From an optimization exercise on the open Yosys and OpenROAD flow, aimed at small area and a short achievable clock period; shortcuts taken in it are not production practice. At most, simulation tests tie the RTL to the original design; equivalence was not proved. Power is estimated from default activity; no workload was simulated.

Setup of the previous run:
Design ChipLevel, start of the top module:
module ChipLevel (
   input  logic [15:0] data16_a, data16_b, data16_c, data16_d,
   input  logic [7:0] din_a, din_b,
   input  logic [1:0] sel,
   input  logic clk, cin, rst, start,
   input  logic s1, s2, op,
   output logic [15:0] mux_out, regout,
   output logic [31:0] m32_out,
   output logic cout1, cout2, comp_out1, comp_out2
);
Size: ~1,700 cells after synthesis, about 17,000 um^2 of cells after synthesis.
==> flow/config.mk <==
export PLATFORM = sky130hd
export DESIGN_NAME = ChipLevel
export DESIGN_NICKNAME = ChipLevel
export VERILOG_FILES = /design/flow/design.v
export SDC_FILE = /design/flow/constraint.sdc
export NUM_CORES = 4
export LEC_CHECK = 0
export CAP_MARGIN = 20
export CORE_MARGIN = 2
export CORE_UTILIZATION = 60
export SETUP_SLACK_MARGIN = 4.0
export SLEW_MARGIN = 20
==> flow/constraint.sdc <==
create_clock -name core_clock -period 8.0 [get_ports {clk}]
set_input_delay 1.6000 -clock core_clock [delete_from_list [all_inputs] [get_ports {clk}]]
set_output_delay 1.6000 -clock core_clock [all_outputs]
set_load 0.01 [all_outputs]
standard.sh (not shown) runs the stock make flow with config.mk's settings and CLKGATE_MAP_FILE= SYNTH_SCRIPT=/design/flow/synth_recipe.tcl, a recipe that flattens the netlist after the stock synthesis.
==> flow/flow/run.sh <==
#!/bin/bash
# Layout flow: the standard one, except that synthesis keeps the design's FA
# modules as the library's full-adder cell (flow/synth_fa.tcl) and leaves the
# remaining logic to ABC without re-extracting adders from it.  The
# registers must come out exactly as in the standard synthesis (same names
# and cell types); if they do not, the standard synthesis is used instead.
set -uo pipefail
R=orfs/results/$FLOW_PLATFORM/ChipLevel/base

bash standard.sh synth > std_synth.log 2>&1 || exit 1
cp $R/1_2_yosys.v std_1_2_yosys.v

# 2. the synthesis with full-adder cells, in a work folder of its own
MK=$(sed -n 's/^make -C \S* \(.*\) "\${@:-finish}"$/\1/p' standard.sh | sed 's|WORK_HOME=\S*||; s|SYNTH_SCRIPT=\S*||')
eval make -C "$FLOW_HOME" $MK WORK_HOME="$PWD/orfs_fa" SYNTH_SCRIPT="$PWD/flow/synth_fa.tcl" \
  "SYNTH_KEEP_MODULES=FA" "ADDER_MAP_FILE=" synth > fa_synth.log 2>&1
ok=$?
if [[ $ok -eq 0 ]] && python3 flow/same_regs.py std_1_2_yosys.v orfs_fa/results/$FLOW_PLATFORM/ChipLevel/base/1_2_yosys.v > regs_check.log 2>&1; then
  echo "using the full-adder synthesis" > synth_choice.log
  cp orfs_fa/results/$FLOW_PLATFORM/ChipLevel/base/1_2_yosys.v $R/1_2_yosys.v
  rm -f $R/1_synth.odb $R/1_synth.sdc
else
  echo "using the standard synthesis (fa synth exit $ok)" > synth_choice.log
fi

# 3. the rest of the standard flow
bash standard.sh finish > std_finish.log 2>&1
Other scripts of this flow, unchanged in this note and not shown: flow/flow/same_regs.py, flow/flow/synth_fa.tcl
Setup changes, the previous run to the current run
diff --git a/flow/design.v b/flow/design.v
--- a/flow/design.v
+++ b/flow/design.v
@@ -4,37 +4,71 @@
   input  logic        cin,
   output logic [15:0] ad16,    
   output logic        cout1,
   output logic [15:0] s,       
   output logic        cout2,
   output logic        lt       
 );
   logic [8:0] lo1, hi1;        
   logic       c1, c2;          
   logic [7:0] s_hi;
+  logic [7:0] lo_s, hi_s;
+  logic       lo_c, hi_c;
+  PAdd #(.W(8)) u_lo (.a(ain[7:0]),  .b(bin[7:0]),  .ci(cin),  .s(lo_s), .co(lo_c));
+  PAdd #(.W(8)) u_hi (.a(ain[15:8]), .b(bin[15:8]), .ci(1'b0), .s(hi_s), .co(hi_c));
   always_ff @(posedge clk) begin
-    lo1 <= {1'b0, ain[7:0]}  + {1'b0, bin[7:0]} + {8'd0, cin};
-    hi1 <= {1'b0, ain[15:8]} + {1'b0, bin[15:8]};
+    lo1 <= {lo_c, lo_s};
+    hi1 <= {hi_c, hi_s};
     c1  <= lo1[8];
     c2  <= c1;
     {cout1, ad16} <= {hi1 + {8'd0, lo1[8]}, lo1[7:0]};
     {cout2, s_hi} <= hi1 + {8'd0, c2};
     lt <= (c2 & ~lo1[8] & ~&hi1[7:0]) | (lo1[8] & ~c2 & &hi1[7:0]);
   end
   assign s = {s_hi, ad16[7:0]};
 endmodule
 module Comparator (
   output logic cp_out,
   input  logic [15:0] ain, bin
   );
   assign cp_out = ain < bin;
 endmodule
+module PAdd #(
+  parameter int W = 16
+  ) (
+  input  logic [W-1:0] a, b,
+  input  logic         ci,
+  output logic [W-1:0] s,
+  output logic         co
+  );
+  localparam int N = W + 1;           
+  localparam int L = $clog2(N);
+  logic [N*(L+1)-1:0] g, p;
+  assign g[N-1:0] = {a & b, ci};
+  assign p[N-1:0] = {a ^ b, 1'b0};
+  for (genvar l = 0; l < L; l++) begin : lvl
+    for (genvar i = 0; i < N; i++) begin : bit_
+      if ((i >> l) & 1) begin : merge
+        localparam int J = ((i >> l) << l) - 1;
+        assign g[(l+1)*N+i] = g[l*N+i] | (p[l*N+i] & g[l*N+J]);
+        assign p[(l+1)*N+i] = p[l*N+i] & p[l*N+J];
+      end else begin : pass
+        assign g[(l+1)*N+i] = g[l*N+i];
+        assign p[(l+1)*N+i] = p[l*N+i];
+      end
+    end
+  end
+  for (genvar i = 1; i < N; i++) begin : sum
+    assign s[i-1] = p[i] ^ g[L*N+i-1];
+  end
+  assign co = g[L*N+N-1];
+endmodule
 module Counter (
   input  logic clk,
   input  logic rst,
   input  logic start,
   output logic [15:0] count
 );
   always_ff @(posedge clk) begin
     if (rst) begin
       count <= 16'd0;
     end else if (start) begin
@@ -1404,21 +1438,21 @@
 assign y[27] = ~q1_27;
 assign x[28] = ~q0_28;
 assign y[28] = ~q1_28;
 assign x[29] = ~q0_29;
 assign y[29] = ~q1_29;
 assign x[30] = ~q0_30;
 assign y[30] = ~q1_30;
 assign x[31] = 1'b0;
 assign y[31] = 1'b0;
 logic [31:0] sum;
-assign sum = x + y;
+PAdd #(.W(32)) u_add (.a(x), .b(y), .ci(1'b0), .s(sum), .co());
 assign p = sum[31:0];
 endmodule
 module Multiply8x8 (
   input  logic clk,
   input  logic [7:0] a,
   input  logic [7:0] b,
   output logic [15:0] p
 );
 logic pp0_0;
 logic pp0_1;
@@ -1773,21 +1807,21 @@
 assign y[11] = ~q1_11;
 assign x[12] = ~q0_12;
 assign y[12] = ~q1_12;
 assign x[13] = ~q0_13;
 assign y[13] = ~q1_13;
 assign x[14] = ~q0_14;
 assign y[14] = ~q1_14;
 assign x[15] = 1'b0;
 assign y[15] = 1'b0;
 logic [15:0] sum;
-assign sum = x + y;
+PAdd #(.W(16)) u_add (.a(x), .b(y), .ci(1'b0), .s(sum), .co());
 assign p = sum[15:0];
 endmodule
 module Tree8x8 (
   input  logic [7:0] a,
   input  logic [7:0] b,
   output logic [15:0] x, y
 );
 logic pp0_0;
 logic pp0_1;
 logic pp0_2;
@@ -2096,31 +2130,33 @@
     endcase
    end
 endmodule
 module PathSegment (
   input  logic [15:0] R1, R2, R3, R4,
   input  logic S2, S1, clk,
   input  logic OP,
   output logic [15:0] REGOUT
 );
 logic [15:0] ADATA, BDATA;
-logic [15:0] px, py;
+logic [15:0] px, py, sa, sb, sum;
 always_ff @(posedge clk) begin
   if (!S2)      ADATA <= R3;
   else if (!S1) ADATA <= R1;
   if (S2)       BDATA <= R4;
   else if (S1)  BDATA <= R2;
 end
 Tree8x8 u_tree (.a(ADATA[7:0]), .b(BDATA[7:0]), .x(px), .y(py));
+assign sa = OP ? px : ADATA;
+assign sb = OP ? py : BDATA;
+PAdd #(.W(16)) u_add (.a(sa), .b(sb), .ci(1'b0), .s(sum), .co());
 always_ff @(posedge clk) begin
-  if (OP) REGOUT <= px + py;
-  else    REGOUT <= ADATA + BDATA;
+  REGOUT <= sum;
 end
 endmodule
 module ChipLevel (
    input  logic [15:0] data16_a, data16_b, data16_c, data16_d,
    input  logic [7:0] din_a, din_b,
    input  logic [1:0] sel,
    input  logic clk, cin, rst, start,
    input  logic s1, s2, op,
    output logic [15:0] mux_out, regout,
    output logic [31:0] m32_out,
The current run against the previous run; number of nets in the layout is down by a few percent. Delta (the current run minus the previous run): detailed-routed wire length on met3 climbed about 30%; number of non-clock buffers in the layout up 25. From the previous run to the current run the numbers moved as follows: vias after detailed routing increased by 0.63% relative to the old numbers, share of the core filled with cells now larger. The current run ended with more detailed-route vias per instance than the previous run. In the reports for the previous run and the current run, the smaller first-iteration detailed-routing DRC count belongs to the previous run. Of the previous run and the current run, the higher final design instance area without fill belongs to the current run. Summary of the current run over the previous run: total design power shrank by 1.1%, largest stage delay on the critical path lost 0.04 ns, total net switching power went down 0.74%. Between the previous run and the current run, the power share of the combinational group is lower for the current run.
The RTL of the current run was laid out without a check of its function.

-- afterwards: timing with drivers on the ports --
The results above use ideal ports. As a check the final layouts listed here were re-extracted and re-timed, cells and wires unchanged. Step 1 assumes that a clkbuf_16 drives the clock port and a buf_2 every other input. Step 2 adds t to the input delays and takes it off the output delays; t is the mean of the earliest and latest rising clock arrival at the registers after step 1. Input paths then give back, and output paths get back, about the clock's delay inside the block. Slacks: no drivers / after step 1 / after step 2; pairs: no drivers / after step 1.
| run | t, ns | setup WS [ns] | worst setup path after step 2 | latest minus earliest clock arrival (ns) |
|---|---|---|---|---|
| the previous run | 0.499 | 2.714 / 2.659 / 2.957 | input to register | 0.014 / 0.014 |
| the current run | 0.489 | 2.673 / 2.625 / 2.803 | input to register | 0.013 / 0.014 |
After both steps setup and hold are still met in every run listed.
